This is an optimization exercise on Yosys and OpenROAD, whose aim is small area, a short achievable clock period and few clock cycles per item, not a production implementation. The RTL was checked by simulation tests, not by an equivalence proof against the original design.

==> flow/design.v (excerpt) <==
module tiny_encryption_algorithm(
    input              clk,         
    input              rst_n,       
    input              key_valid,   
    input              ptxt_valid,  
    input      [63:0]  ptxt,        
    input      [127:0] key,         
    output     [63:0]  ctxt,        
    output reg         ctxt_ready   
);
localparam [31:0] DELTA   = 32'h9e3779b9;
localparam [31:0] SUM_END = 32'hc6ef3720;  
reg         busy;
reg         idle;    
reg         phase;   
reg [31:0]  sum;
reg [31:0]  a, b;
reg [127:0] k;
wire start = key_valid & ptxt_valid & ~busy;
wire last  = phase & (sum == SUM_END);
wire busy_next = busy ? ~last : start;
function automatic [31:0] add32(input [31:0] x, input [31:0] y);
    reg [31:0] p, g, c;
    reg [31:0] g2, p2;    
    reg [15:0] gg, pp;    
    integer l, i, j;
    begin
        p = x ^ y; g = x & y;
        g2[0] = g[0]; p2[0] = p[0];
        for (i = 1; i < 32; i = i + 1) begin
            g2[i] = g[i] | (p[i] & g[i-1]);
            p2[i] = p[i] & p[i-1];
        end
        for (i = 0; i < 16; i = i + 1) begin
            gg[i] = g2[2*i+1]; pp[i] = p2[2*i+1];
        end
  ...
Settings: LEC_CHECK=0, ABC_AREA=1, CAP_MARGIN=20, CORE_MARGIN=2, CORE_UTILIZATION=40, CTS_BUF_LIST=sky130_fd_sc_hd__clkbuf_8, CTS_CLUSTER_DIAMETER=60, CTS_CLUSTER_SIZE=12, SETUP_SLACK_MARGIN=5, SLEW_MARGIN=20; clock period 9.5 ns.
standard.sh (not shown) runs the stock make flow with config.mk's settings and CLKGATE_MAP_FILE= SYNTH_SCRIPT=/design/flow/synth_recipe.tcl, a recipe that flattens the netlist after the stock synthesis.
==> flow/flow/run.sh <==
#!/bin/bash
set -euo pipefail
args=()
while IFS= read -r line; do
  [[ -z "$line" || "$line" == \#* ]] && continue
  args+=("$line")
done < flow/make_vars.txt
bash standard.sh "${args[@]}" finish > standard_flow.log 2>&1
==> flow/flow/make_vars.txt <==
BUFFER_PORTS_ARGS=-buffer_cell sky130_fd_sc_hd__buf_1
CTS_ARGS=-sink_clustering_enable -repair_clock_nets -sink_clustering_size 12 -sink_clustering_max_diameter 60 -buf_list sky130_fd_sc_hd__clkbuf_8 -dont_use_dummy_load
SETUP_SLACK_MARGIN=5.5
Testbench counts at the start, summed over its fixed seeds: cycles 33,280, items 512.
==> next run, changes <==
==> flow/flow/make_vars.txt (replaced) <==
BUFFER_PORTS_ARGS=-buffer_cell sky130_fd_sc_hd__buf_1
CTS_ARGS=-sink_clustering_enable -repair_clock_nets -sink_clustering_size 12 -sink_clustering_max_diameter 60 -buf_list sky130_fd_sc_hd__clkbuf_8 -dont_use_dummy_load
SETUP_SLACK_MARGIN=5.25
- first-iteration DRC count rose by about 4%
- routed wire length fell by about 1.6%
- final area fell by 3.3%
- core utilization fell by 1.6 points
- register-to-register slack degrades by 120 ps
==> next run, changes <==
==> flow/flow/make_vars.txt (replaced) <==
BUFFER_PORTS_ARGS=-buffer_cell sky130_fd_sc_hd__buf_1
CTS_ARGS=-sink_clustering_enable -repair_clock_nets -sink_clustering_size 12 -sink_clustering_max_diameter 60 -buf_list sky130_fd_sc_hd__clkbuf_8 -dont_use_dummy_load
SETUP_SLACK_MARGIN=5.5
--- a/flow/config.mk
+++ b/flow/config.mk
@@ -16 +16,2 @@
 export SLEW_MARGIN = 20
+export TNS_END_PERCENT = 10
The changed run completed without violations; wire length grows slightly; clock-buffer cell count does not change; synthesized cell count stays the same; first-iteration DRC count goes up by a few percent; cell area came out higher by a few percent; worst setup slack improved by 88 ps.
==> next run, changes <==
==> flow/flow/make_vars.txt (replaced) <==
BUFFER_PORTS_ARGS=-buffer_cell sky130_fd_sc_hd__buf_1
CTS_ARGS=-sink_clustering_enable -repair_clock_nets -sink_clustering_size 12 -sink_clustering_max_diameter 60 -buf_list sky130_fd_sc_hd__clkbuf_8 -dont_use_dummy_load
SETUP_SLACK_MARGIN=5.8
--- a/flow/config.mk
+++ b/flow/config.mk
@@ -16,2 +16 @@
 export SLEW_MARGIN = 20
-export TNS_END_PERCENT = 10
After rerunning: The changed run went through all stages and came out clean. Synthesized cell count does not change. Global-route usage grows by 0.39 points. Clock skew grows by 11 ps. Worst hold slack gets better by 13 ps. Setup slack gets better by 59 ps.

* * *

Setup of build 58:
The RTL this note starts from:
==> flow/design.v <==
module tiny_encryption_algorithm(
    input              clk,         
    input              rst_n,       
    input              key_valid,   
    input              ptxt_valid,  
    input      [63:0]  ptxt,        
    input      [127:0] key,         
    output     [63:0]  ctxt,        
    output reg         ctxt_ready   
);
localparam [31:0] DELTA   = 32'h9e3779b9;
localparam [31:0] SUM_END = 32'hc6ef3720;  
reg         busy;
reg         idle;    
reg         phase;   
reg [31:0]  sum;
reg [31:0]  a, b;
reg [127:0] k;
wire start = key_valid & ptxt_valid & ~busy;
wire last  = phase & (sum == SUM_END);
wire busy_next = busy ? ~last : start;
function automatic [31:0] add32(input [31:0] x, input [31:0] y);
    reg [31:0] p, g, c;
    reg [31:0] g2, p2;    
    reg [15:0] gg, pp;    
    integer l, i, j;
    begin
        p = x ^ y; g = x & y;
        g2[0] = g[0]; p2[0] = p[0];
        for (i = 1; i < 32; i = i + 1) begin
            g2[i] = g[i] | (p[i] & g[i-1]);
            p2[i] = p[i] & p[i-1];
        end
        for (i = 0; i < 16; i = i + 1) begin
            gg[i] = g2[2*i+1]; pp[i] = p2[2*i+1];
        end
        for (l = 0; l < 4; l = l + 1)
            for (i = 15; i >= 0; i = i - 1)
                if ((i >> l) & 1) begin
                    j = ((i >> l) << l) - 1;
                    gg[i] = gg[i] | (pp[i] & gg[j]);
                    pp[i] = pp[i] & pp[j];
                end
        c[0] = 1'b0;
        c[1] = g[0];
        for (i = 1; i < 16; i = i + 1) begin
            c[2*i] = gg[i-1];
            c[2*i+1] = g2[2*i] | (p2[2*i] & gg[i-1]);
        end
        add32 = p ^ c;
    end
endfunction
function automatic [31:0] cy32(input [31:0] x, input [31:0] y);
    reg [31:0] p, g, c;
    reg [31:0] g2, p2;    
    reg [15:0] gg, pp;    
    integer l, i, j;
    begin
        p = x ^ y; g = x & y;
        g2[0] = g[0]; p2[0] = p[0];
        for (i = 1; i < 32; i = i + 1) begin
            g2[i] = g[i] | (p[i] & g[i-1]);
            p2[i] = p[i] & p[i-1];
        end
        for (i = 0; i < 16; i = i + 1) begin
            gg[i] = g2[2*i+1]; pp[i] = p2[2*i+1];
        end
        for (l = 0; l < 4; l = l + 1)
            for (i = 15; i >= 0; i = i - 1)
                if ((i >> l) & 1) begin
                    j = ((i >> l) << l) - 1;
                    gg[i] = gg[i] | (pp[i] & gg[j]);
                    pp[i] = pp[i] & pp[j];
                end
        c[0] = 1'b0;
        c[1] = g[0];
        for (i = 1; i < 16; i = i + 1) begin
            c[2*i] = gg[i-1];
            c[2*i+1] = g2[2*i] | (p2[2*i] & gg[i-1]);
        end
        cy32 = c;
    end
endfunction
function automatic [31:0] addgp(input [31:0] g, input [31:0] p, input [31:0] ps);
    reg [31:0] c, g2, p2;
    reg [15:0] gg, pp;
    integer l, i, j;
    begin
        g2[0] = g[0]; p2[0] = p[0];
        for (i = 1; i < 32; i = i + 1) begin
            g2[i] = g[i] | (p[i] & g[i-1]);
            p2[i] = p[i] & p[i-1];
        end
        for (i = 0; i < 16; i = i + 1) begin
            gg[i] = g2[2*i+1]; pp[i] = p2[2*i+1];
        end
        for (l = 0; l < 4; l = l + 1)
            for (i = 15; i >= 0; i = i - 1)
                if ((i >> l) & 1) begin
                    j = ((i >> l) << l) - 1;
                    gg[i] = gg[i] | (pp[i] & gg[j]);
                    pp[i] = pp[i] & pp[j];
                end
        c[0] = 1'b0;
        c[1] = g[0];
        for (i = 1; i < 16; i = i + 1) begin
            c[2*i] = gg[i-1];
            c[2*i+1] = g2[2*i] | (p2[2*i] & gg[i-1]);
        end
        addgp = ps ^ c;
    end
endfunction
wire [31:0] c0 = cy32(b << 4, k[127:96]);
wire [31:0] c1 = cy32(b, sum);
wire [31:0] c2 = cy32(b >> 5, k[95:64]);
wire [31:0] pe = (b << 4) ^ k[127:96] ^ b ^ sum ^ (b >> 5) ^ k[95:64];
wire [31:0] pf = (c0 ^ c1) ^ (c2 ^ (pe ^ a));     
wire [31:0] fg = {32{busy}} & a & ~pf;
wire [31:0] fp = pf;
wire [31:0] fs = ({32{busy}} & pf) | ({32{idle}} & ptxt[31:0]);
wire [31:0] b_next = addgp(fg, fp, fs);
always @(posedge clk or negedge rst_n) begin
    if (!rst_n) begin
        busy       <= 1'b0;
        ctxt_ready <= 1'b0;
    end else begin
        busy <= busy_next;
        if (busy & last) ctxt_ready <= 1'b1;
        else if (start) ctxt_ready <= 1'b0;
    end
end
always @(posedge clk) begin
    idle <= ~busy_next;
    k <= ({128{busy}} & {k[63:0], k[127:64]}) | ({128{idle}} & key);
    if (busy | start) begin
        a <= ({32{busy}} & b) | ({32{idle}} & ptxt[63:32]);
        b <= b_next;
    end
    if (busy) begin
        phase <= ~phase;
        if (phase) sum <= add32(sum, DELTA);
    end else begin
        phase <= 1'b0;
        sum   <= DELTA;
    end
end
assign ctxt = {a, b};
endmodule
==> flow/config.mk <==
export PLATFORM = sky130hd
export DESIGN_NAME = tiny_encryption_algorithm
export DESIGN_NICKNAME = tiny_encryption_algorithm
export VERILOG_FILES = /design/flow/design.v
export SDC_FILE = /design/flow/constraint.sdc
export NUM_CORES = 4
export LEC_CHECK = 0
export ABC_AREA = 1
export CAP_MARGIN = 20
export CORE_MARGIN = 2
export CORE_UTILIZATION = 40
export CTS_BUF_LIST = sky130_fd_sc_hd__clkbuf_8
export CTS_CLUSTER_DIAMETER = 60
export CTS_CLUSTER_SIZE = 12
export SETUP_SLACK_MARGIN = 5
export SLEW_MARGIN = 20
==> flow/constraint.sdc <==
create_clock -name core_clock -period 9.5 [get_ports {clk}]
set_input_delay 1.9000 -clock core_clock [delete_from_list [all_inputs] [get_ports {clk}]]
set_output_delay 1.9000 -clock core_clock [all_outputs]
set_load 0.01 [all_outputs]
run.sh (not shown) runs the stock make flow with config.mk's settings and CLKGATE_MAP_FILE= SYNTH_SCRIPT=/design/flow/synth_recipe.tcl, a recipe that flattens the netlist after the stock synthesis.
Stock flow here: none of the scripts above is used.
Testbench counts of build 58, summed over its fixed seeds: cycles 33,280, items 512.
Inputs modified between build 58 and build 93:
==> flow/flow/run.sh (new file) <==
#!/bin/bash
set -euo pipefail
args=()
while IFS= read -r line; do
  [[ -z "$line" || "$line" == \#* ]] && continue
  args+=("$line")
done < flow/make_vars.txt
bash standard.sh "${args[@]}" finish > standard_flow.log 2>&1
==> flow/flow/make_vars.txt (new file) <==
BUFFER_PORTS_ARGS=-buffer_cell sky130_fd_sc_hd__buf_1
CTS_ARGS=-sink_clustering_enable -repair_clock_nets -sink_clustering_size 12 -sink_clustering_max_diameter 60 -buf_list sky130_fd_sc_hd__clkbuf_8 -dont_use_dummy_load
SETUP_SLACK_MARGIN=6.2
==> flow/standard.sh (new file) <==
#!/bin/bash
# synth_recipe.tcl (not shown) runs the flow's synth.tcl, then flattens the netlist and writes it again
# the make line also repeats each setting of config.mk as NAME=value (left out here)
make -C /OpenROAD-flow-scripts/flow DESIGN_CONFIG=/design/flow/config.mk WORK_HOME=/design/flow/orfs CLKGATE_MAP_FILE= SYNTH_SCRIPT=/design/flow/synth_recipe.tcl "${@:-finish}"
removed: flow/run.sh
==> comparison <==
- Re cell count after placement: no difference whatsoever between build 93 and build 58.
- Looking at area of the multi-input gates, build 93 sits 920 sq um above build 58.
- Compared with build 58, build 93 shows a lower fraction of area in registers.
- Re area share of buffers outside the clock network: build 58 was higher than build 93.
- Count of cells along the worst register-to-register path was lower in build 58 than in build 93.
- Build 93: relative slew slack lower than build 58
- Build 93 vs build 58: post-synthesis to final-layout area growth up in build 93
Input changes introduced in build 5 (baseline for comparison: build 93):
diff --git a/flow/flow/make_vars.txt b/flow/flow/make_vars.txt
--- a/flow/flow/make_vars.txt
+++ b/flow/flow/make_vars.txt
@@ -3 +2,0 @@
-SETUP_SLACK_MARGIN=6.2
Of the two candidates, build 93 has the worse routed wire length and build 5 the better one.
Build 5 vs. build 93: post-route clock period utilization rose 3.2 points.
Compared with build 93, the router placed fewer vias in build 5.
diff inputs: build 5 => build 1
diff --git a/flow/flow/make_vars.txt b/flow/flow/make_vars.txt
--- a/flow/flow/make_vars.txt
+++ b/flow/flow/make_vars.txt
@@ -2,0 +3 @@
+SETUP_SLACK_MARGIN=6.0
Findings:
Relative to build 5, the fraction of final layout cells with drive strength greater than 1 of build 1 is higher by 8.2 points. Taking build 5 as the reference, in build 1 post-layout worst setup margin grew by 250 ps; count of nets after finishing now sits higher; total track usage held; post-route fraction of the period consumed by the critical path now smaller. Final core utilization: build 5 and build 1 compared, higher one is build 1. Taking build 5 as the reference, in build 1 final non-filler cell area up about 9%; via count of the first global-routing pass neither gained nor lost much; count of placed standard cells in the final layout, fillers left out went up by 91. Build 1: HPWL after detailed placement is about 0.7% higher than what build 5 reported. Diff build 5 and build 1: hold slack higher in build 1. Run comparison: build 5 origin of the worst setup path busy; build 1 origin of the worst setup path b[5].

## what the ideal ports hide
How much do the figures lean on ideal ports? The routed layouts below were timed once more, with nothing changed but the port constraints. Step 1: set_driving_cell puts a clkbuf_16 on clk and a buf_2 on each other input, an assumption about the parent block. Step 2, shift: input delay + t, output delay - t, t = (earliest + latest rising clock arrival at the registers) / 2. This alone moves slack from input paths to output paths. Three values: no drivers, after step 1, after step 2; two values: the first two.
| run | t (ns) | setup WS [ns] | latest minus earliest clock arrival (ns) |
|---|---|---|---|
| the first run of note 1 | 0.633 | 5.674 / 5.674 / 5.330 | 0.047 / 0.047 |
| the second run of note 1 | 0.629 | 5.554 / 5.554 / 5.238 | 0.050 / 0.050 |
| the third run of note 1 | 0.633 | 5.642 / 5.642 / 5.326 | 0.047 / 0.047 |
| the fourth run of note 1 | 0.629 | 5.701 / 5.701 / 5.377 | 0.067 / 0.067 |
| build 58 | 0.661 | 5.610 / 5.561 / 5.697 | 0.026 / 0.027 |
| build 93 | 0.651 | 6.089 / 6.037 / 6.038 | 0.077 / 0.077 |
| build 5 | 0.625 | 5.783 / 5.783 / 5.783 | 0.055 / 0.056 |
| build 1 | 0.648 | 6.036 / 5.984 / 6.020 | 0.082 / 0.082 |
After both steps every run listed still meets setup and hold. The setup slack of the first run of note 1, which loses most, moves by 0.000 ns with the drivers and by -0.344 ns with both steps.
